Context: an optimization exercise on an open-source flow, tuned for small area and a short achievable clock period. The choices shown serve that exercise and are no tape-out recipe.
Only simulation tests tie the RTL to the original design; equivalence was not proved.
Power and IR drop assume default switching activity.

==> design.v <==
module MY_CPU (clk, nRESET, instr, pc, cc, dbg_addr, dbg_data);
	input clk;
	input nRESET;
	input [15:0] instr;
	output [15:0] pc;
	output [3:0] cc;
	input [2:0] dbg_addr;
	output [15:0] dbg_data;
	reg [14:0] pc_q;   
	reg [3:0] cc;
	assign pc = {pc_q, 1'b0};
	wire [15:0] pc_c;
	assign pc_c[0] = 1'b1;
	genvar t;
	generate for (t = 0; t < 15; t = t + 1) begin : g_pc
		assign pc_c[t + 1] = pc_c[t] & pc_q[t];
	end endgenerate
	always @(posedge clk or negedge nRESET)
		if (!nRESET) pc_q <= 15'b0;
		else pc_q <= pc_q ^ pc_c[14:0];
	wire [2:0] op = instr[14:12];
	wire i = instr[11];
	wire [2:0] rD = instr[10:8];
	wire [2:0] rA = instr[7:5];
	wire [2:0] rB = instr[4:2];
	wire [15:0] imm = {{11{instr[4]}}, instr[4:0]};
	wire valid = ~(op == 3'd7 & i);   
	reg [15:0] rf [0:7];
	reg [7:0] v;
	wire [15:0] res;
	wire [7:0] we;
	genvar k;
	generate for (k = 0; k < 8; k = k + 1) begin : g_rf
		assign we[k] = valid & (rD == k);
		always @(posedge clk)
			if (we[k]) rf[k] <= res;
	end endgenerate
	always @(posedge clk or negedge nRESET)
		if (!nRESET) v <= 8'b0;
		else v <= v | we;
	function [7:0] sel;
		input [2:0] a;
		input [7:0] vv;
		reg [3:0] lo;
		reg [7:0] hv;
		integer j;
		begin
			for (j = 0; j < 4; j = j + 1)
				lo[j] = (a[1:0] == j);
			for (j = 0; j < 8; j = j + 1)
				hv[j] = (a[2] == j[2]) & vv[j];
			for (j = 0; j < 8; j = j + 1)
				sel[j] = lo[j % 4] & hv[j];
		end
	endfunction
	function [15:0] rd;
		input [7:0] s;
		input [127:0] d;
		integer j;
		begin
			rd = 16'b0;
			for (j = 0; j < 8; j = j + 1)
				rd = rd | ({16{s[j]}} & d[16*j +: 16]);
		end
	endfunction
	wire [127:0] rflat = {rf[7], rf[6], rf[5], rf[4], rf[3], rf[2], rf[1], rf[0]};
	wire [15:0] A = rd(sel(rA, v), rflat);
	wire [15:0] rb = rd(sel(rB, v & {8{~i}}), rflat);   
	assign dbg_data = rd(sel(dbg_addr, v), rflat);
	wire [15:0] B = rb | (imm & {16{i}});
	wire sub = (op == 3'd2);
	wire [15:0] Bx = B ^ {16{sub}};
	wire [15:0] g0 = A & Bx;
	wire [15:0] p0 = A ^ Bx;
	reg [15:0] G, P;
	integer lv, b;
	always @(*) begin
		G = g0; P = p0;
		G[0] = g0[0] | (p0[0] & sub);
		for (lv = 0; lv < 4; lv = lv + 1)
			for (b = 0; b < 16; b = b + 1)
				if ((b >> lv) & 1) begin
					G[b] = G[b] | (P[b] & G[((b >> lv) << lv) - 1]);
					P[b] = P[b] & P[((b >> lv) << lv) - 1];
				end
	end
	wire [16:0] cy = {G, sub};
	wire [15:0] sum = p0 ^ cy[15:0];
	wire cout = cy[16];
	wire s_shl = (op == 3'd3);
	wire s_shr = (op == 3'd4);
	reg [15:0] sh, nx;
	integer sl;
	always @(*) begin
		sh = A;
		for (sl = 0; sl < 4; sl = sl + 1) begin
			for (b = 0; b < 16; b = b + 1)
				nx[b] = (B[sl] & s_shl & (b >= (1 << sl)) & sh[(b - (1 << sl)) & 15]) |
					(B[sl] & s_shr & (b + (1 << sl) < 16) & sh[(b + (1 << sl)) & 15]) |
					(~B[sl] & (s_shl | s_shr) & sh[b]);
			sh = nx;
		end
	end
	wire s_mov = (op == 3'd1), s_and = (op == 3'd5), s_or = (op == 3'd6), s_not = (op == 3'd7);
	wire [15:0] lg = ({16{s_mov}} & B) | ({16{s_and | s_or}} & g0) | ({16{s_or}} & p0) | ({16{s_not}} & ~B);
	wire s_add = (op == 3'd0) | (op == 3'd2);
	wire [15:0] r = ({16{s_add}} & sum) | sh | lg;
	assign res = r;
	wire [15:0] Bi = imm ^ {16{sub}};
	wire [15:0] zx = A ^ Bi;
	wire [15:0] zo = {A[14:0] | Bi[14:0], sub};
	wire Z_add = ~|(zx ^ zo);
	wire [3:0] s = instr[3:0];
	reg [15:0] m;
	integer q;
	always @(*)
		for (q = 0; q < 16; q = q + 1)
			m[q] = s_shl ? (q <= 15 - s) : (q >= s);
	wire Z_sh = ~|(A & m);
	wire Z_lg = ~|lg;
	wire N = r[15];
	wire Z = s_add ? Z_add : (s_shl | s_shr) ? Z_sh : Z_lg;
	wire C = (op == 3'd0) & cout;
	wire V = (op == 3'd3) ? (A[15] ^ sh[15]) :
		(op == 3'd0) ? ((A[15] == B[15]) & (sum[15] ^ A[15])) : 1'b0;
	always @(posedge clk or negedge nRESET)
		if (!nRESET) cc <= 4'b0;
		else if (valid & i) cc <= {N, Z, C, V};
		else cc <= 4'b0;
endmodule
==> flow/run.sh <==
#!/bin/bash
# Layout flow: the standard ORFS flow with these changes:
#  - synthesis maps with flow/abc.script, the pc incrementer with flow/abc_area.script
#    (flow/my_synth.tcl swaps them into ORFS's
#    synthesis; everything else there is the standard synthesis);
#  - no full/half adder extraction in synthesis (ADDER_MAP_FILE empty);
#  - port buffers are sky130_fd_sc_hd__buf_1 instead of the resizer's default pick;
#  - clock tree from clkbuf_4/clkbuf_8 without dummy loads.
# The make output is kept in flow_make.log; ORFS's own logs stay under orfs/logs.
set -euo pipefail
here=$(pwd)
export MY_ABC_SCRIPT=$here/flow/abc.script
export MY_ABC_AREA_SCRIPT=$here/flow/abc_area.script
bash standard.sh ADDER_MAP_FILE= \
  SYNTH_SCRIPT=$here/flow/my_synth.tcl \
  "BUFFER_PORTS_ARGS=-buffer_cell sky130_fd_sc_hd__buf_1" \
  "CTS_ARGS=-sink_clustering_enable -repair_clock_nets -dont_use_dummy_load -buf_list {sky130_fd_sc_hd__clkbuf_4 sky130_fd_sc_hd__clkbuf_8}" \
  finish > flow_make.log 2>&1
==> flow/abc.script <==
strash
dch
map -D 2200
topo
buffer -c
upsize -c
dnsize -c
==> flow/abc_area.script <==
strash
&get -n
&st
&dch
&nf -p -R 0
&put
topo
==> flow/my_synth.tcl <==
# The standard flow's synth_recipe.tcl (standard ORFS synthesis, no fsm/share, flattened, renamed)
# with one change: ABC maps with flow/abc.script, and the pc incrementer (the logic
# cone of the pc_q flip-flops, which has the whole cycle) is first mapped on its own
# with flow/abc_area.script for area.
proc synth {args} { yosys synth -nofsm -noshare {*}$args }
proc abc {args} {
  set i [lsearch -exact $args -script]
  if { $i >= 0 } {
    set a [lreplace $args [expr {$i + 1}] [expr {$i + 1}] $::env(MY_ABC_AREA_SCRIPT)]
    yosys select -set pcl c:pc_q* %ci1:+\[D\] %ci* t:sky130_fd_sc_hd__* %d
    yosys abc {*}$a @pcl
    set args [lreplace $args [expr {$i + 1}] [expr {$i + 1}] $::env(MY_ABC_SCRIPT)]
  }
  puts "my abc: $args"
  yosys abc {*}$args
}
source $::env(SCRIPTS_DIR)/synth.tcl
# left out here: clear keep_hierarchy, flatten, clean up, hide names made inside functions, write 1_2_yosys.v
==> standard.sh <==
#!/bin/bash
# synth_recipe.tcl (not shown) runs the flow's synth.tcl, then flattens the netlist and writes it again
# the make line also repeats each setting of config.mk as NAME=value (left out here)
make -C /OpenROAD-flow-scripts/flow DESIGN_CONFIG=/design/flow/config.mk WORK_HOME=/design/flow/orfs CLKGATE_MAP_FILE= SYNTH_SCRIPT=/design/flow/synth_recipe.tcl "${@:-finish}"
==> config.mk <==
export PLATFORM = sky130hd
export DESIGN_NAME = MY_CPU
export DESIGN_NICKNAME = MY_CPU
export VERILOG_FILES = /design/flow/design.v
export SDC_FILE = /design/flow/constraint.sdc
export NUM_CORES = 4
export LEC_CHECK = 0
export CAP_MARGIN = 10
export CORE_MARGIN = 2
export CORE_UTILIZATION = 40
export SETUP_SLACK_MARGIN = 2.5
export SLEW_MARGIN = 10
==> constraint.sdc <==
create_clock -name core_clock -period 7.0 [get_ports {clk}]
set_input_delay 1.4000 -clock core_clock [delete_from_list [all_inputs] [get_ports {clk}]]
set_output_delay 1.4000 -clock core_clock [all_outputs]
set_load 0.01 [all_outputs]
==> results of run 1 <==
==> cells in the final DEF, fill, tap and decap left out, types with 5 or more instances in the layout <==
master | netlist | final
nand2_1 | 169 | 162
edfxtp_1 | 128 | 128
a22oi_1 | 133 | 127
inv_1 | 129 | 119
nor2_1 | 122 | 102
buf_4 | 5 | 81
buf_1 | 1 | 46
a21oi_1 | 44 | 43
o21ai_0 | 45 | 39
a221oi_1 | 40 | 37
xor2_1 | 28 | 28
nand3_1 | 40 | 27
dfrtp_1 | 27 | 27
nand4_1 | 25 | 25
o22ai_1 | 22 | 22
nor2_4 | 4 | 18
clkbuf_8 | 0 | 17
inv_2 | 19 | 16
nor2_2 | 10 | 16
nand2_2 | 9 | 13
nand3_2 | 7 | 13
o2111ai_1 | 15 | 13
a221oi_2 | 8 | 11
o221ai_1 | 14 | 11
buf_12 | 0 | 11
o21ai_1 | 7 | 10
xnor2_1 | 9 | 9
nor3_4 | 2 | 9
a22oi_2 | 3 | 9
nor4_4 | 5 | 8
nand3_4 | 0 | 7
nor3_1 | 12 | 7
nor2b_1 | 6 | 6
inv_4 | 0 | 6
a211oi_1 | 7 | 6
clkinvlp_4 | 0 | 5
nand2_4 | 2 | 5
o211ai_1 | 5 | 5
==> timing repair <==
item / in CTS / in global routing
setup endpoints to repair: 148 / 146
pin swaps: 20 / 25
gates resized for setup: 64 / 73
buffers inserted: 38 / 30
==> power by group <==
part / switching (uW) / internal, uW
combinational: 511 / 233
sequential: 29.3 / 1080
clock: 289 / 214
total: 829 / 1530
==> final timing paths <==
path / from / end / slack [ns]
setup / recovery: instr[4] / rf[5][13] / 2.57
hold / removal: pc_q[10] / pc_q[10] / 0.50
setup reg to reg: v[2] / rf[5][13] / 3.22
hold reg to reg: pc_q[10] / pc_q[10] / 0.50
max in group asynchronous: nRESET / pc_q[1] / 5.81
min in group asynchronous: nRESET / v[0] / 0.93
==> sequential cells by signal (all words and copies together), names as in the netlist <==
name	count
rf	128
pc_q	15
cc	4
v	8
==> routing by layer <==
layer  vias to the layer above  share of wire (%)  track usage (%)
met1                      5107                 38             37.7
met4                         0                5.5             17.7
met2                       764                 45             44.8
met5                         -                  0                0
met3                       172                 12             6.22
li1                       4672                  -                -
==> stage by stage <==
| stage | utilization [%] | hold WS (ns) | worst slack, ns |
|---|---|---|---|
| finish | 48.6 | 0.503 | 2.57 |
| global placement | 43.2 | 0.473 | 1.04 |
| detailed placement | 43.2 | 0.488 | 1.12 |
| global route | 48.6 | 0.526 | 2.41 |
| floorplan | - | 0.488 | 2.80 |
| CTS | 46.4 | 0.505 | 2.50 |
==> worst register-to-register path: stages, from the launching register on <==
cell	delay [ns]
dfrtp_1	0.42
inv_1	0.21
nor3_4	0.10
buf_4	0.17
a22oi_1	0.21
nand2_1	0.14
nor3_4	0.31
inv_2	0.11
nand2_2	0.09
a21o_1	0.10
nand2_1	0.09
nor2_2	0.20
nor2_4	0.07
o221ai_4	0.18
nand2_1	0.09
nand2_2	0.11
a21oi_2	0.08
nand3b_4	0.18
nand2_1	0.11
a21oi_1	0.09
o21ai_2	0.13
o2111ai_4	0.23
==> logic make-up (layout without fill, tap and decap cells) <==
group,after synthesis,after routing,synth area share [%]
AO/OA/AOI/OAI,366,366,25.6
XOR/XNOR,38,38,3.24
buffers and inverters,190,317,7.48
flip-flops,155,155,43.0
other,1,1,0.0357
AND/OR/NAND/NOR,440,440,20.7
==> final cells by class <==
cell class / instances / area, sq um / share of cell area, %
clock buffers: 17 / 234 / 1.86
well taps: 335 / 419 / 3.33
inverters: 152 / 632 / 5.02
repair buffers: 148 / 1080 / 8.59
flip-flops and latches: 155 / 4520 / 35.9
multi-input cells: 845 / 5710 / 45.3
==> results_dict.tcl, run 1 <==
set metrics [dict create \
    cts_tree "done" \
    status "no timing/DRC/antenna violations" \
    cp.depth 23 \
    drv_slew 0 \
    maxCapViolCount 0 \
    path_class "in -> reg" \
    vdd_drop_max_v 0.000118 \
    grt_pass1_vias 10000 \
    ys_types 71 \
    dr.pass1.iters 7 \
    grt_max_degree 28 \
    track_usage_pct 29.1 \
    rows 59 \
    die_x_microns 166 \
    synth_most_common_cell "nand2_1" \
    synthTopCellsByArea "edfxtp_1 37%, a22oi_1 9.5%, dfrtp_1 6.4%, nand2_1 6.0%, inv_1 4.6%" \
    fin_crit_sh_pct 63.4 \
    synthToLayoutAreaGrowth_pct 19.9 \
    grt_pass1_wl_microns 60500 \
    critPathMaxFanout 8 \
    ioPinCount 57 \
    rsz0062_at_grt "true" \
    synthesis.area_sq_um 10500 \
    place_congestion 0.985 \
    cts_buffer_depth 2 \
    synth.top_cell.area_share_pct 36.6 \
    core_area_sq_um 25900 \
    yosys-top-cells-count "169 x nand2_1, 133 x a22oi_1, 129 x inv_1" \
    async_flop_share_pct 17.4 \
    ys.flop_type "edfxtp_1" \
    dp_hpwl_microns 28500 \
    fin_worst_skew_ns 0.0495 \
    yosys_warnings 2 \
    antenna-diode-count 0 \
    root_buffer "clkbuf_8" \
    clk_latency_ns 0.48 \
    cp.arrival_ns 4.54 \
    hold_path.class "reg -> reg" \
    ctsHoldBuffers 0 \
    die_y_microns 166 \
    final_nets 1340 \
    worst_setup_path_end_kind "register" \
    whs_path_depth 1 \
    die-area_sq_um 27600 \
    num_vias 10700 \
    path_buf_inv 4 \
    final-hold-violation-count 0 \
    critPathLaunchType "input pin" \
    layout_min_cycle_time_ns 4.43 \
    cp_top_family "simple AND/OR/NAND/NOR gates" \
    synth_edf_count 128 \
    port_buffers 54 \
    start_util_pct 40.6 \
    antenna_found_initial 0 \
    dpl_cell_area_sq_um 11200 \
    cts_max_level 4 \
    totalNegativeSetupSlack_ns 0 \
    final_area_sq_um 12600 \
    max_freq_mhz 225 \
    power_uw 2360 \
    drive_above_1_share_pct 21.8 \
    cts_inserted_buffers 17 \
    drt_iter0_drc 1564 \
    yosysTopAreaCell "edfxtp_1" \
    relSlewSlack_pct 12.3 \
    gr-total-overflow 0 \
    cts_sinks 155 \
    p_leak_uw 0.00477 \
    cellPowerDensity_nw_per_um2 187 \
    reg2reg_depth 21 \
    viasPerCell 6.49 \
    place_inst 1567 \
    final_cell_count_no_fill 1652 \
    cp_common_cell "nand2_1" \
    ant_nets 0 \
    syn_avg_cell_area_sq_um 8.83 \
    routedWlPerCell_microns 25.5 \
    crit_required_ns 7.11 \
    critPathMaxStageDelay_ns 0.31 \
    nFillCells 2470 \
    synth-seq-area-share_pct 43.0 \
    syn_inst 1190 \
    tightest_slew_ns 1.31 \
    synth_seq_cells 155 \
    path_cells "buf_2 > inv_2 > nand2_1 > nor3_4 > buf_4 > a22oi_1 > nand2_1 > nor3_4 > inv_2 > nand2_2 > a21o_1 > nand2_1 > nor2_2 > nor2_4 > o221ai_4 > nand2_1 > nand2_2 > a21oi_2 > nand3b_4 > nand2_1 > a21oi_1 > o21ai_2 > o2111ai_4" \
    drc 0 \
    setup_violations 0 \
    clkTransAtPathRegs_ns 0.07 \
    syn_nets 1211 \
    totalWireLength_microns 42200 \
    crit_path_top_delay_cell "nor3_4" \
]
==> run 2, diff against run 1 <==
==> flow/abc.script (replaced) <==
strash
dch
map -D 2000
topo
buffer -c
upsize -c
dnsize -c
==> run 2 against run 1 <==
Still clean on timing, DRC and antenna. Critical path depth decreased by 14. Sequential share of layout area increased by 0.28 points. Global-route usage increased by 0.83 points. Utilization decreased by 0.92 points. Hold slack got worse by 0.023 ns. Synthesized cell count about the same. Critical path type is now in -> out. Critical endpoint is now dbg_data[7].
==> results_dict.tcl, run 2 <==
set metrics [dict create \
    largest_reg_flops 128 \
    reg.largest.list "rf (128), pc_q (15), v (8)" \
    syn_nets 1212 \
    viasPerCell 6.56 \
    synth_compound_area_share_pct 26.0 \
    cellPowerDensity_nw_per_um2 190 \
    layout_common_cells "174 x nand2_1, 128 x edfxtp_1, 119 x a22oi_1, 110 x inv_1, 104 x nor2_1" \
    routedWlPerCell_microns 26.2 \
    synth-seq-area-share_pct 42.1 \
    antenna_found_initial 0 \
    track_usage_pct 29.9 \
    hold_slack_ns 0.480 \
    ioPinCount 57 \
    synth_seq_cells 155 \
    synth_fa_ha_area_share_pct 0 \
    cp.arrival_ns 3.04 \
    num_vias 10700 \
    grt_max_degree 28 \
    core_area_sq_um 26200 \
    max_freq_mhz 225 \
    synth_top_family_by_area "compound AO/OA/AOI/OAI gates" \
    rsz0062_at_grt "false" \
    synth_simple_gate_area_share_pct 21.2 \
    die_x_microns 168 \
    drive_above_1_share_pct 21.1 \
    synth.top_cell.area_share_pct 35.8 \
    status "no timing/DRC/antenna violations" \
    fin_worst_skew_ns 0.0403 \
    gr-total-overflow 0 \
    yosys-top-cells-count "180 x nand2_1, 128 x edfxtp_1, 124 x nor2_1" \
    setup_violations 0 \
    die_y_microns 168 \
    ys.flop_type "edfxtp_1" \
    final-hold-violation-count 0 \
    drt_iter0_drc 1774 \
    p_leak_uw 0.00464 \
    layout_min_cycle_time_ns 4.44 \
    hold_path.class "reg -> reg" \
    drc 0 \
    worst_setup_path_end_kind "output port" \
    grt_pass1_vias 9984 \
    die-area_sq_um 28200 \
    min_from "pc_q[14]" \
    synth_edf_count 128 \
    place_congestion 0.990 \
    yosys_warnings 2 \
    cts_buffer_depth 2 \
    layout_commonest_cell "nand2_1" \
    totalWireLength_microns 42900 \
    r2r_slack_ns 3.11 \
    reg2reg_depth 14 \
    synthMuxAreaShare_pct 0 \
    path_class "in -> out" \
    synthesis.area_sq_um 10700 \
    dp_hpwl_microns 29200 \
    relSlewSlack_pct 40.3 \
    ant_nets 0 \
    cts_inserted_buffers 17 \
    tightest_slew_ns 0.892 \
    ctsHoldBuffers 0 \
    drv_slew 0 \
    critPathLaunchType "input pin" \
    cts_max_level 4 \
    synthToLayoutAreaGrowth_pct 16.4 \
    async_flop_share_pct 17.4 \
    synthXorXnorAreaFrac_pct 3.39 \
    min_to "pc_q[14]" \
    rows 59 \
    r2r_end "rf[2][1]" \
    cts_tree "done" \
    power_uw 2380 \
    whs_path_depth 1 \
    critPathMaxFanout 5 \
    syn_inst 1191 \
    dr.pass1.iters 6 \
    vdd_drop_max_v 0.000129 \
    synth_most_common_cell "nand2_1" \
    final_nets 1326 \
    crit_required_ns 5.60 \
    synthTopCellsByArea "edfxtp_1 36%, a22oi_1 8.5%, dfrtp_1 6.3%, nand2_1 6.3%, nor2_1 4.3%" \
    port_buffers 54 \
    cts_sinks 155 \
    worstReg2RegStart "v[1]" \
    syn_avg_cell_area_sq_um 9.01 \
    totalNegativeSetupSlack_ns 0 \
    top_register "rf" \
    fin_crit_sh_pct 63.5 \
    root_buffer "clkbuf_8" \
    yosysTopAreaCell "edfxtp_1" \
    ys_types 68 \
    antenna-diode-count 0 \
    start_util_pct 41.0 \
    clk_latency_ns 0.48 \
    grt_pass1_wl_microns 62500 \
    clkTransAtPathRegs_ns 0.09 \
    maxCapViolCount 0 \
]
run 2: repair_timing:
action | in CTS | in global routing
setup buffers | 30 | 16
resized for setup | 53 | 47
pin swaps | 18 | 22
setup endpoints to repair | 148 | 129
hold endpoints to repair | 0 | 0
run 2: how the worst max path moves through the flow:
stage | from | to | slack (ns) | cells past startpoint
2_1_floorplan | instr[3] | rf[0][11] | 2.88 | 17
3_3_place_gp | instr[3] | rf[5][12] | 1.40 | 14
3_5_place_dp | instr[2] | rf[0][8] | 1.30 | 17
4_1_cts | instr[2] | rf[5][12] | 2.48 | 21
5_1_grt | instr[11] | rf[7][14] | 2.46 | 22
6_report | dbg_addr[2] | dbg_data[7] | 2.56 | 9
run 2: final cells by class:
type	instances	area (sq um)
Fill cell	2495	13700
Clock buffer	17	234
Sequential cell	155	4520
Tap cell	335	419
Multi-Input combinational cell	857	5810
Inverter	142	571
Timing Repair Buffer	132	940
run 2: where the power goes:
group	internal [uW]	leakage (uW)	switching (uW)
clock	214	0.000122	306
sequential	1080	0.00151	29.6
combinational	228	0.00301	517
total	1530	0.00464	852
run 2: metrics by stage:
| step | utilization [%] | setup WS [ns] | cells | area, sq um |
|---|---|---|---|---|
| after floorplan | - | 2.88 | 1191 | 10700 |
| after global placement | 43.6 | 1.40 | 1575 | 11400 |
| after detailed placement | 43.6 | 1.30 | 1575 | 11400 |
| after CTS | 46.4 | 2.48 | 1622 | 12200 |
| after global routing | 47.7 | 2.46 | 1638 | 12500 |
| final | 47.7 | 2.56 | 1638 | 12500 |
run 2: critical path: stages:
cell and delay [ns]:
clkbuf_4 0.20, clkinvlp_4 0.19, nand3_4 0.18, clkinvlp_4 0.14, a221oi_1 0.23, o21ai_0 0.12, a221oi_1 0.22, nand3_1 0.19
buf_1 0.17
run 2: cell families (layout without fill, tap and decap cells):
logic type      after synthesis  in the layout
compound gates              361            361
xor+xnor                     39             39
flops                       155            155
buf+inv                     179            291
simple gates                456            456
other cells                   1              1
run 2: per-layer routing:
layer / global-route usage (%) / wire length, microns / vias up
li1: - / - / 4648
met4: 14.4 / 2230 / 0
met5: 0 / 0 / -
met1: 38.0 / 16000 / 5110
met2: 48.4 / 19600 / 814
met3: 6.96 / 5150 / 170
==> run 3, diff against run 2 <==
--- a/config.mk
+++ b/config.mk
@@ -8,5 +8,5 @@
 export CAP_MARGIN = 10
 export CORE_MARGIN = 2
 export CORE_UTILIZATION = 40
-export SETUP_SLACK_MARGIN = 2.5
+export SETUP_SLACK_MARGIN = 2.4
 export SLEW_MARGIN = 10
==> run 3 against run 2 <==
Sequential share of layout area up 0.77 points. Total power is 1.2% lower. Maximum frequency decreased by 2.8%. Sequential cell count unchanged. Utilization fell by 0.99 points.
==> results_dict.tcl, run 3 <==
set metrics [dict create \
    worst_setup_path_end_kind "output port" \
    async_flop_share_pct 17.4 \
    dp_hpwl_microns 29200 \
    num_vias 10600 \
    yosys_warnings 2 \
    routedWlPerCell_microns 26.4 \
    cts_tree "done" \
    final-hold-violation-count 0 \
    path_class "in -> out" \
    layout_common_cells "176 x nand2_1, 128 x edfxtp_1, 120 x a22oi_1, 112 x inv_1, 105 x nor2_1" \
    drc 0 \
    synth_edf_count 128 \
    cellPowerDensity_nw_per_um2 192 \
    antenna-diode-count 0 \
    final_nets 1309 \
    drive_above_1_share_pct 19.2 \
    cell_internal_pwr_uw 1510 \
    min_from "pc_q[14]" \
    rsz0062_at_grt "false" \
    r2r_slack_ns 3.11 \
    syn_nets 1212 \
    dr.pass1.iters 14 \
    clkTransAtPathRegs_ns 0.09 \
    syn_inst 1191 \
    totalWireLength_microns 42800 \
    synthToLayoutAreaGrowth_pct 14.0 \
    synth.top_cell.area_share_pct 35.8 \
    totalNegativeSetupSlack_ns 0 \
    critPathLaunch "dbg_addr[0]" \
    maxCapViolCount 0 \
    synthesis.area_sq_um 10700 \
    final_cell_count_no_fill 1621 \
    drt_iter0_drc 1802 \
    place_inst 1575 \
    ant_nets 0 \
    synth_most_common_cell "nand2_1" \
    yosysTopAreaCell "edfxtp_1" \
    ioPinCount 57 \
    setup_violations 0 \
    vdd_drop_max_v 0.000125 \
    hold_path.class "reg -> reg" \
    place_congestion 0.990 \
    syn_avg_cell_area_sq_um 9.01 \
    yosys-top-cells-count "180 x nand2_1, 128 x edfxtp_1, 124 x nor2_1" \
    p_leak_uw 0.00453 \
    antenna_found_initial 0 \
    grt_max_degree 28 \
    nFillCells 2527 \
    tightest_slew_ns 0.976 \
    ys_types 68 \
    p_comb_share_pct 30.7 \
    ys.flop_type "edfxtp_1" \
    final_util_pct 46.7 \
    port_buffers 54 \
    p_seq_share_pct 47.4 \
    largest_reg_flops 128 \
    die-area_sq_um 28200 \
    max_freq_mhz 219 \
    core_area_sq_um 26200 \
    synth_seq_cells 155 \
    die_x_microns 168 \
    start_util_pct 41.0 \
    power.net_switching_uw 840 \
    cts_buffer_depth 2 \
    layout_commonest_cell "nand2_1" \
    cp.arrival_ns 3.17 \
    cts_inserted_buffers 17 \
    crit_required_ns 5.60 \
    synthTopCellsByArea "edfxtp_1 36%, a22oi_1 8.5%, dfrtp_1 6.3%, nand2_1 6.3%, nor2_1 4.3%" \
    root_buffer "clkbuf_8" \
    gr-total-overflow 0 \
    fin_worst_skew_ns 0.0387 \
    clk_latency_ns 0.47 \
    critPathLaunchType "input pin" \
    viasPerCell 6.57 \
    fin_crit_sh_pct 65.3 \
    ctsHoldBuffers 0 \
    grt_pass1_vias 9841 \
    switching_share_pct 35.7 \
    grt_pass1_wl_microns 62000 \
    reg.largest.list "rf (128), pc_q (15), v (8)" \
    cts_sinks 155 \
    die_y_microns 168 \
    synth-seq-area-share_pct 42.1 \
    top_register "rf" \
    relSlewSlack_pct 34.7 \
    cts_max_level 4 \
    worstReg2RegStart "v[3]" \
    drv_slew 0 \
    layout_min_cycle_time_ns 4.57 \
    status "no timing/DRC/antenna violations" \
    rows 59 \
    pwr-share-clk_pct 21.9 \
    critPathMaxFanout 15 \
    track_usage_pct 29.7 \
]
==> run 3: final timing paths <==
check                                    to  cells past startpoint
worst max-delay path            dbg_data[2]                      8
worst min-delay path               pc_q[14]                      1
worst max register to register    rf[0][14]                     18
worst min register to register     pc_q[14]                      1
max in group asynchronous              v[2]                      2
min in group asynchronous              v[3]                      2
==> run 3: power groups by stage <==
stage | logic, uW | registers [uW] | clock network, uW
final | 720 | 1110 | 516
after global routing | 765 | 1120 | 554
after CTS | 671 | 1110 | 517
after detailed placement | 641 | 1130 | 0
after global placement | 637 | 1130 | 0
after floorplan | 426 | 1120 | 0
==> run 3: kinds of logic after synthesis <==
| logic type | Yosys count | share of synthesized area (%) |
|---|---|---|
| simple gates | 456 | 21.2 |
| compound gates | 361 | 26.0 |
| buf+inv | 179 | 7.24 |
| flops | 155 | 42.1 |
| xor+xnor | 39 | 3.39 |
| other cells | 1 | 0.0349 |
==> run 3: what timing repair did <==
item,CTS,global route
setup endpoints to repair,147,136
setup buffers,13,16
gates resized for setup,34,48
pin swaps,9,15
==> run 3: layer usage <==
layer	global-route usage, %	share of wire, %
met1	37.9	38
met5	0	0
met3	6.63	12
met2	47.9	45
met4	14.8	5.0
==> run 3: critical path, cell delays in order <==
cell        delay, ns
buf_1            0.14
inv_1            0.10
nor2_1           0.06
nand3_1          0.15
clkinvlp_4       0.47
a221oi_1         0.48
nand3_1          0.20
buf_1            0.18
==> run 3: final cells by class <==
type                    instances  area, sq um  area share, %
multi-input cells             857         5740           46.9
flip-flops and latches        155         4520           36.9
repair buffers                115          756           6.18
inverters                     142          567           4.63
well taps                     335          419           3.43
clock buffers                  17          234           1.91
==> run 3: stage by stage <==
step	area (sq um)	hold slack, ns	power, uW	setup slack, ns
CTS	11900	0.482	2300	2.41
global route	12200	0.513	2440	2.36
detailed placement	11400	0.467	1770	1.30
floorplan	10700	0.508	1550	2.88
global placement	11400	0.471	1770	1.40
finish	12200	0.480	2350	2.43
==> run 4, diff against run 3 <==
--- a/flow/run.sh
+++ b/flow/run.sh
@@ -5,7 +5,8 @@
 #    synthesis; everything else there is the standard synthesis);
 #  - no full/half adder extraction in synthesis (ADDER_MAP_FILE empty);
 #  - port buffers are sky130_fd_sc_hd__buf_1 instead of the resizer's default pick;
-#  - clock tree from clkbuf_4/clkbuf_8 without dummy loads.
+#  - clock tree from clkbuf_4/clkbuf_8 without dummy loads;
+#  - setup repair by unbuffering, sizing, pin swaps and buffering only.
 # The make output is kept in flow_make.log; ORFS's own logs stay under orfs/logs.
 set -euo pipefail
 here=$(pwd)
@@ -15,4 +16,5 @@
   SYNTH_SCRIPT=$here/flow/my_synth.tcl \
   "BUFFER_PORTS_ARGS=-buffer_cell sky130_fd_sc_hd__buf_1" \
   "CTS_ARGS=-sink_clustering_enable -repair_clock_nets -dont_use_dummy_load -buf_list {sky130_fd_sc_hd__clkbuf_4 sky130_fd_sc_hd__clkbuf_8}" \
+  SETUP_MOVE_SEQUENCE=unbuffer,sizeup,swap,buffer \
   finish > flow_make.log 2>&1
--- a/config.mk
+++ b/config.mk
@@ -8,5 +8,5 @@
 export CAP_MARGIN = 10
 export CORE_MARGIN = 2
 export CORE_UTILIZATION = 40
-export SETUP_SLACK_MARGIN = 2.4
+export SETUP_SLACK_MARGIN = 2.5
 export SLEW_MARGIN = 10
==> run 4 against run 3 <==
Still clean on timing, DRC and antenna. Non-clock buffer count increased by 17. Sequential power is essentially flat. First-iteration DRC count down 1.6%. Sequential cell count unchanged. Clock skew is 0.0016 ns higher. Synthesized cell count unchanged. Critical endpoint is now dbg_data[7].
==> results_dict.tcl, run 4 <==
set metrics [dict create \
    status "no timing/DRC/antenna violations" \
    reg.largest.list "rf (128), pc_q (15), v (8)" \
    synth_most_common_cell "nand2_1" \
    dp_hpwl_microns 29200 \
    rsz0062_at_grt "false" \
    final_nets 1326 \
    finalWorstSetupSlack_ns 2.56 \
    synthesis.area_sq_um 10700 \
    synthTopCellsByArea "edfxtp_1 36%, a22oi_1 8.5%, dfrtp_1 6.3%, nand2_1 6.3%, nor2_1 4.3%" \
    gr-total-overflow 0 \
    cts_inserted_buffers 17 \
    die_x_microns 168 \
    layout_common_cells "174 x nand2_1, 128 x edfxtp_1, 119 x a22oi_1, 110 x inv_1, 104 x nor2_1" \
    grt_pass1_vias 9984 \
    vdd_drop_max_v 0.000129 \
    syn_avg_cell_area_sq_um 9.01 \
    track_usage_pct 29.9 \
    num_vias 10700 \
    syn_inst 1191 \
    layout_min_cycle_time_ns 4.44 \
    cell_internal_pwr_uw 1530 \
    largest_reg_flops 128 \
    die_y_microns 168 \
    drc 0 \
    synth_edf_count 128 \
    ant_nets 0 \
    cellPowerDensity_nw_per_um2 190 \
    root_buffer "clkbuf_8" \
    setup_violations 0 \
    ioPinCount 57 \
    yosysTopAreaCell "edfxtp_1" \
    pre_cts_ws_ns 1.30 \
    grt_pass1_wl_microns 62500 \
    yosys_warnings 2 \
    p_comb_share_pct 31.3 \
    cts_sinks 155 \
    syn_nets 1212 \
    die-area_sq_um 28200 \
    async_flop_share_pct 17.4 \
    top_register "rf" \
    hold_path.class "reg -> reg" \
    antenna_found_initial 0 \
    layout_commonest_cell "nand2_1" \
    critPathLaunchType "input pin" \
    dr.pass1.iters 6 \
    cts_max_level 4 \
    totalWireLength_microns 42900 \
    drt_iter0_drc 1774 \
    cts_tree "done" \
    core_area_sq_um 26200 \
    synth-seq-area-share_pct 42.1 \
    drv_slew 0 \
    clk_latency_ns 0.48 \
    dpl_cell_area_sq_um 11400 \
    drive_above_1_share_pct 21.1 \
    yosys-top-cells-count "180 x nand2_1, 128 x edfxtp_1, 124 x nor2_1" \
    worst_setup_path_end_kind "output port" \
    ys.flop_type "edfxtp_1" \
    p_leak_uw 0.00464 \
    power_uw 2380 \
    start_util_pct 41.0 \
    place_congestion 0.990 \
    fin_crit_sh_pct 63.5 \
    viasPerCell 6.56 \
    p_seq_share_pct 46.8 \
    cts_buffer_depth 2 \
    maxCapViolCount 0 \
    critPathMaxFanout 5 \
    port_buffers 54 \
    crit_required_ns 5.60 \
    totalNegativeSetupSlack_ns 0 \
    synthToLayoutAreaGrowth_pct 16.4 \
    synth_seq_cells 155 \
    final_area_sq_um 12500 \
    clkTransAtPathRegs_ns 0.09 \
    grt_max_degree 28 \
    fin_worst_skew_ns 0.0403 \
    max_freq_mhz 225 \
    rows 59 \
    pwr-share-clk_pct 21.9 \
    relSlewSlack_pct 40.3 \
    final-hold-violation-count 0 \
    cp.arrival_ns 3.04 \
    path_class "in -> out" \
    antenna-diode-count 0 \
    power.net_switching_uw 852 \
    switching_share_pct 35.8 \
    ctsHoldBuffers 0 \
    ys_types 68 \
    synth.top_cell.area_share_pct 35.8 \
    routedWlPerCell_microns 26.2 \
    tightest_slew_ns 0.892 \
]
[run 4: cell counts after synthesis]
Identical to the previous run, type by type.
[run 4: critical path: stages]
cell	delay (ns)
clkbuf_4	0.20
clkinvlp_4	0.19
nand3_4	0.18
clkinvlp_4	0.14
a221oi_1	0.23
o21ai_0	0.12
a221oi_1	0.22
nand3_1	0.19
buf_1	0.17
[run 4: kinds of logic after synthesis]
kind of cell | Yosys count | share of synthesized area [%]
simple gates | 456 | 21.2
compound gates | 361 | 26.0
buf+inv | 179 | 7.24
flops | 155 | 42.1
xor+xnor | 39 | 3.39
other cells | 1 | 0.0349
[run 4: layer usage]
metal,up-vias,wire length [microns],track usage [%]
met5,-,0,0
met4,0,2230,14.4
met3,170,5150,6.96
met2,814,19600,48.4
met1,5110,16000,38.0
li1,4648,-,-
[run 4: final timing paths]
path	slack, ns	depth (start not counted)	start	endpoint
min	0.48	1	pc_q[14]	pc_q[14]
min in group asynchronous	0.89	2	nRESET	v[3]
max in group asynchronous	5.80	2	nRESET	v[2]
max reg2reg	3.11	14	v[1]	rf[2][1]
max	2.56	9	dbg_addr[2]	dbg_data[7]
min reg2reg	0.48	1	pc_q[14]	pc_q[14]
[run 4: repair_timing]
| action | CTS | global route |
|---|---|---|
| pin swaps | 18 | 22 |
| setup endpoints to repair | 148 | 129 |
| setup buffers | 30 | 16 |
| resized for setup | 53 | 47 |
[run 4: through the flow]
step                      util (%)  hold WS, ns  std cells
after CTS                     46.4        0.482       1622
after global placement        43.6        0.471       1575
after detailed placement      43.6        0.467       1575
final                         47.7        0.480       1638
after global routing          47.7        0.513       1638
after floorplan                  -        0.508       1191
[run 4: power by group through the flow]
stage | registers, uW | clock network (uW) | logic, uW
3_3_place_gp | 1130 | 0 | 637
6_report | 1110 | 520 | 745
2_1_floorplan | 1120 | 0 | 426
5_1_grt | 1120 | 554 | 791
4_1_cts | 1110 | 517 | 694
3_5_place_dp | 1130 | 0 | 641
[run 4: area by class of cell]
| class | instances | area (sq um) |
|---|---|---|
| inverters | 142 | 571 |
| fillers | 2495 | 13700 |
| clock buffers | 17 | 234 |
| flip-flops and latches | 155 | 4520 |
| multi-input cells | 857 | 5810 |
| well taps | 335 | 419 |
| repair buffers | 132 | 940 |
==> run 5, diff against run 4 <==
--- a/design.v
+++ b/design.v
@@ -41,17 +41,9 @@
 	function [7:0] sel;
 		input [2:0] a;
 		input [7:0] vv;
-		reg [3:0] lo;
-		reg [7:0] hv;
 		integer j;
-		begin
-			for (j = 0; j < 4; j = j + 1)
-				lo[j] = (a[1:0] == j);
-			for (j = 0; j < 8; j = j + 1)
-				hv[j] = (a[2] == j[2]) & vv[j];
-			for (j = 0; j < 8; j = j + 1)
-				sel[j] = lo[j % 4] & hv[j];
-		end
+		for (j = 0; j < 8; j = j + 1)
+			sel[j] = (a == j) & vv[j];
 	endfunction
 	function [15:0] rd;
 		input [7:0] s;
@@ -65,9 +57,9 @@
 	endfunction
 	wire [127:0] rflat = {rf[7], rf[6], rf[5], rf[4], rf[3], rf[2], rf[1], rf[0]};
 	wire [15:0] A = rd(sel(rA, v), rflat);
-	wire [15:0] rb = rd(sel(rB, v & {8{~i}}), rflat);   
+	wire [15:0] rb = rd(sel(rB, v), rflat);
 	assign dbg_data = rd(sel(dbg_addr, v), rflat);
-	wire [15:0] B = rb | (imm & {16{i}});
+	wire [15:0] B = i ? imm : rb;
 	wire sub = (op == 3'd2);
 	wire [15:0] Bx = B ^ {16{sub}};
 	wire [15:0] g0 = A & Bx;
==> flow/run.sh (replaced) <==
#!/bin/bash
# Layout flow: the standard ORFS flow with these changes:
#  - synthesis maps with flow/abc.script, the pc incrementer with flow/abc_area.script
#    (flow/my_synth.tcl swaps them into ORFS's
#    synthesis; everything else there is the standard synthesis);
#  - no full/half adder extraction in synthesis (ADDER_MAP_FILE empty);
#  - port buffers are sky130_fd_sc_hd__buf_1 instead of the resizer's default pick;
#  - clock tree from clkbuf_4/clkbuf_8 in clusters of up to 30 sinks, without dummy loads.
# The make output is kept in flow_make.log; ORFS's own logs stay under orfs/logs.
set -euo pipefail
here=$(pwd)
export MY_ABC_SCRIPT=$here/flow/abc.script
export MY_ABC_AREA_SCRIPT=$here/flow/abc_area.script
bash standard.sh ADDER_MAP_FILE= \
  SYNTH_SCRIPT=$here/flow/my_synth.tcl \
  "BUFFER_PORTS_ARGS=-buffer_cell sky130_fd_sc_hd__buf_1" \
  "CTS_ARGS=-sink_clustering_enable -repair_clock_nets -dont_use_dummy_load -sink_clustering_size 30 -sink_clustering_max_diameter 100 -buf_list {sky130_fd_sc_hd__clkbuf_4 sky130_fd_sc_hd__clkbuf_8}" \
  finish > flow_make.log 2>&1
--- a/config.mk
+++ b/config.mk
@@ -5,8 +5,8 @@
 export SDC_FILE = /design/flow/constraint.sdc
 export NUM_CORES = 4
 export LEC_CHECK = 0
-export CAP_MARGIN = 10
+export CAP_MARGIN = 5
 export CORE_MARGIN = 2
 export CORE_UTILIZATION = 40
 export SETUP_SLACK_MARGIN = 2.5
-export SLEW_MARGIN = 10
+export SLEW_MARGIN = 5
==> run 5 against run 4 <==
Critical path depth is 14 higher. Global-route usage is 0.36 points higher. Non-clock buffer count is 20 higher. Routed wire length rose by 2.3%.
==> results_dict.tcl, run 5 <==
set metrics [dict create \
    status "no timing/DRC/antenna violations" \
    clk_latency_ns 0.47 \
    ys_types 71 \
    pwr-share-clk_pct 21.2 \
    drc 0 \
    ioPinCount 57 \
    top_register "rf" \
    drive_above_1_share_pct 20.4 \
    crit_required_ns 7.14 \
    p_comb_share_pct 32.4 \
    cts_max_level 4 \
    yosys-top-cells-count "207 x nand2_1, 154 x inv_1, 128 x edfxtp_1" \
    synth.top_cell.area_share_pct 35.8 \
    root_buffer "clkbuf_8" \
    totalWireLength_microns 43900 \
    syn_avg_cell_area_sq_um 8.57 \
    synth_seq_cells 155 \
    synthesis.area_sq_um 10800 \
    async_flop_share_pct 17.4 \
    multi_input_area_sq_um 5780 \
    path_class "in -> reg" \
    num_vias 11200 \
    yosys_warnings 2 \
    p_leak_uw 0.00490 \
    final-hold-violation-count 0 \
    layout_min_cycle_time_ns 4.48 \
    synthToLayoutAreaGrowth_pct 18.4 \
    grt_max_degree 28 \
    synth-seq-area-share_pct 42.0 \
    drv_slew 0 \
    die_y_microns 168 \
    totalNegativeSetupSlack_ns 0 \
    place_congestion 0.966 \
    clkTransAtPathRegs_ns 0.10 \
    synthTopCellsByArea "edfxtp_1 36%, nand2_1 7.2%, a22oi_1 6.9%, dfrtp_1 6.3%, inv_1 5.4%" \
    relSlewSlack_pct 34.6 \
    max_freq_mhz 223 \
    track_usage_pct 30.3 \
    dr.pass1.iters 9 \
    ys.flop_type "edfxtp_1" \
    yosysTopAreaCell "edfxtp_1" \
    ctsHoldBuffers 0 \
    start_util_pct 40.3 \
    hold_path.class "reg -> reg" \
    layout_common_cells "201 x nand2_1, 144 x inv_1, 128 x edfxtp_1, 97 x a22oi_1, 90 x buf_4" \
    routedWlPerCell_microns 25.5 \
    cp.arrival_ns 4.61 \
    syn_nets 1276 \
    critPathLaunchType "input pin" \
    cts_inserted_buffers 17 \
    antenna-diode-count 0 \
    cellPowerDensity_nw_per_um2 187 \
    fin_worst_skew_ns 0.0367 \
    drt_iter0_drc 1809 \
    ant_nets 0 \
    syn_inst 1255 \
    layout_commonest_cell "nand2_1" \
    vdd_drop_max_v 0.000101 \
    largest_reg_flops 128 \
    cts_tree "done" \
    synth_most_common_cell "nand2_1" \
    tightest_slew_ns 0.977 \
    final_nets 1403 \
    port_buffers 54 \
    die_x_microns 168 \
    fin_crit_sh_pct 63.9 \
    cts_sinks 155 \
    dp_hpwl_microns 29800 \
    rsz0062_at_grt "true" \
    cts_buffer_depth 2 \
    power.net_switching_uw 846 \
    grt_pass1_wl_microns 63400 \
    gr-total-overflow 0 \
    switching_share_pct 35.5 \
    grt_pass1_vias 10100 \
    worst_setup_path_end_kind "register" \
    rows 60 \
    die-area_sq_um 28200 \
    synth_edf_count 128 \
    regArea_sq_um 4520 \
    critPathMaxFanout 9 \
    p_seq_share_pct 46.4 \
    power_uw 2380 \
    cell_internal_pwr_uw 1540 \
    setup_violations 0 \
    maxCapViolCount 0 \
    viasPerCell 6.49 \
    reg.largest.list "rf (128), pc_q (15), v (8)" \
    antenna_found_initial 0 \
    core_area_sq_um 26700 \
    nFillCells 2512 \
]
## run 5: final cells by class
class / instances / area share (%)
clock buffers: 17 / 1.84
inverters: 176 / 5.69
repair buffers: 152 / 8.23
multi-input cells: 880 / 45.4
flip-flops and latches: 155 / 35.5
well taps: 341 / 3.35
## run 5: routing by layer
| metal | vias to the layer above | GRT usage, % | wire (microns) |
|---|---|---|---|
| met3 | 175 | 8.02 | 6070 |
| met5 | - | 0 | 0 |
| met2 | 884 | 44.6 | 18500 |
| met1 | 5256 | 41.5 | 17000 |
| met4 | 0 | 14.5 | 2440 |
| li1 | 4854 | - | - |
## run 5: final timing paths
check                               from        end  slack (ns)  cells past startpoint
max in group asynchronous         nRESET       v[2]        5.40                      1
worst max register to register      v[2]      cc[2]        3.14                     18
worst min register to register  pc_q[14]   pc_q[14]        0.49                      1
worst max-delay path            instr[5]  rf[3][13]        2.52                     23
min in group asynchronous         nRESET   pc_q[10]        1.01                      1
worst min-delay path            pc_q[14]   pc_q[14]        0.49                      1
## run 5: logic make-up (layout without fill, tap and decap cells)
logic type      count (synthesis)  after routing  share of synthesized area [%]
compound gates                395            395                           26.6
buf+inv                       220            345                           8.90
simple gates                  450            450                           19.7
flops                         155            155                           42.0
other cells                     1              1                         0.0349
xor+xnor                       34             34                           2.77
## run 5: per-stage QoR
step	cell area, sq um	util [%]	hold slack [ns]	std cells	setup slack, ns
2_1_floorplan	10800	-	0.484	1255	2.94
3_3_place_gp	11400	42.6	0.465	1637	1.22
3_5_place_dp	11400	42.6	0.466	1637	1.21
4_1_cts	12000	45.0	0.490	1669	2.49
5_1_grt	12700	47.8	0.513	1721	2.43
6_report	12700	47.8	0.487	1721	2.52
## run 5: power groups by stage
| stage | clock network (uW) | registers, uW | logic [uW] |
|---|---|---|---|
| final | 505 | 1110 | 772 |
| after CTS | 512 | 1110 | 667 |
| after global routing | 551 | 1110 | 816 |
| after global placement | 0 | 1120 | 631 |
| after detailed placement | 0 | 1130 | 634 |
| after floorplan | 0 | 1120 | 425 |
## run 5: worst max-delay path: stages
cell	delay (ns)
buf_1	0.16
inv_2	0.09
nand4_2	0.08
buf_6	0.20
clkinvlp_4	0.23
buf_12	0.19
a22oi_1	0.19
o211ai_1	0.17
nor2_4	0.17
inv_1	0.15
nand2_2	0.14
inv_1	0.06
nor2_1	0.17
inv_1	0.12
nor3_4	0.17
a21boi_4	0.09
buf_4	0.15
o21bai_4	0.14
nand2_2	0.08
nand2_1	0.08
a21oi_1	0.06
o21ai_0	0.10
nand3_2	0.21
## run 5: what timing repair did
| item | 4_1_cts | 5_1_grt |
|---|---|---|
| setup buffers | 15 | 52 |
| resized for setup | 66 | 68 |
| endpoints found under the setup margin | 148 | 147 |
| pin swaps | 4 | 24 |
| endpoints found under the hold margin | 0 | 0 |

==> static timing again, ports no longer ideal <==
How much do the figures lean on ideal ports? The routed layouts below were timed once more, with nothing changed but the port constraints.
Step 1 sets driving cells, clkbuf_16 on the clock port and buf_2 on the other inputs (assumed; they add their load-dependent delay and slew).
Step 2 times the ports against the registers' clock, not the clock port: input delays grow and output delays shrink by t, the midpoint of the rising clock arrivals with the driver on.
Three values: ideal, step 1, step 2; two values: the first two.
run | shift t [ns] | slack for setup (ns) | hold WS [ns] | worst setup path at the end | pins driven straight from the clock port
run 1 | 0.497 | 2.565 / 2.553 / 2.063 | 0.503 / 0.503 / 0.503 | input to register | 1
run 2 | 0.506 | 2.555 / 2.525 / 2.081 | 0.480 / 0.480 / 0.480 | input to register | 1
run 3 | 0.493 | 2.426 / 2.404 / 1.991 | 0.480 / 0.480 / 0.480 | input to register | 1
run 4 | 0.506 | 2.555 / 2.525 / 2.081 | 0.480 / 0.480 / 0.480 | input to register | 1
run 5 | 0.499 | 2.524 / 2.519 / 2.045 | 0.487 / 0.487 / 0.487 | input to register | 1
After both steps every run listed still meets setup and hold. For run 1, which loses most, drivers alone change the setup slack by -0.012 ns; drivers and shift together by -0.502 ns.
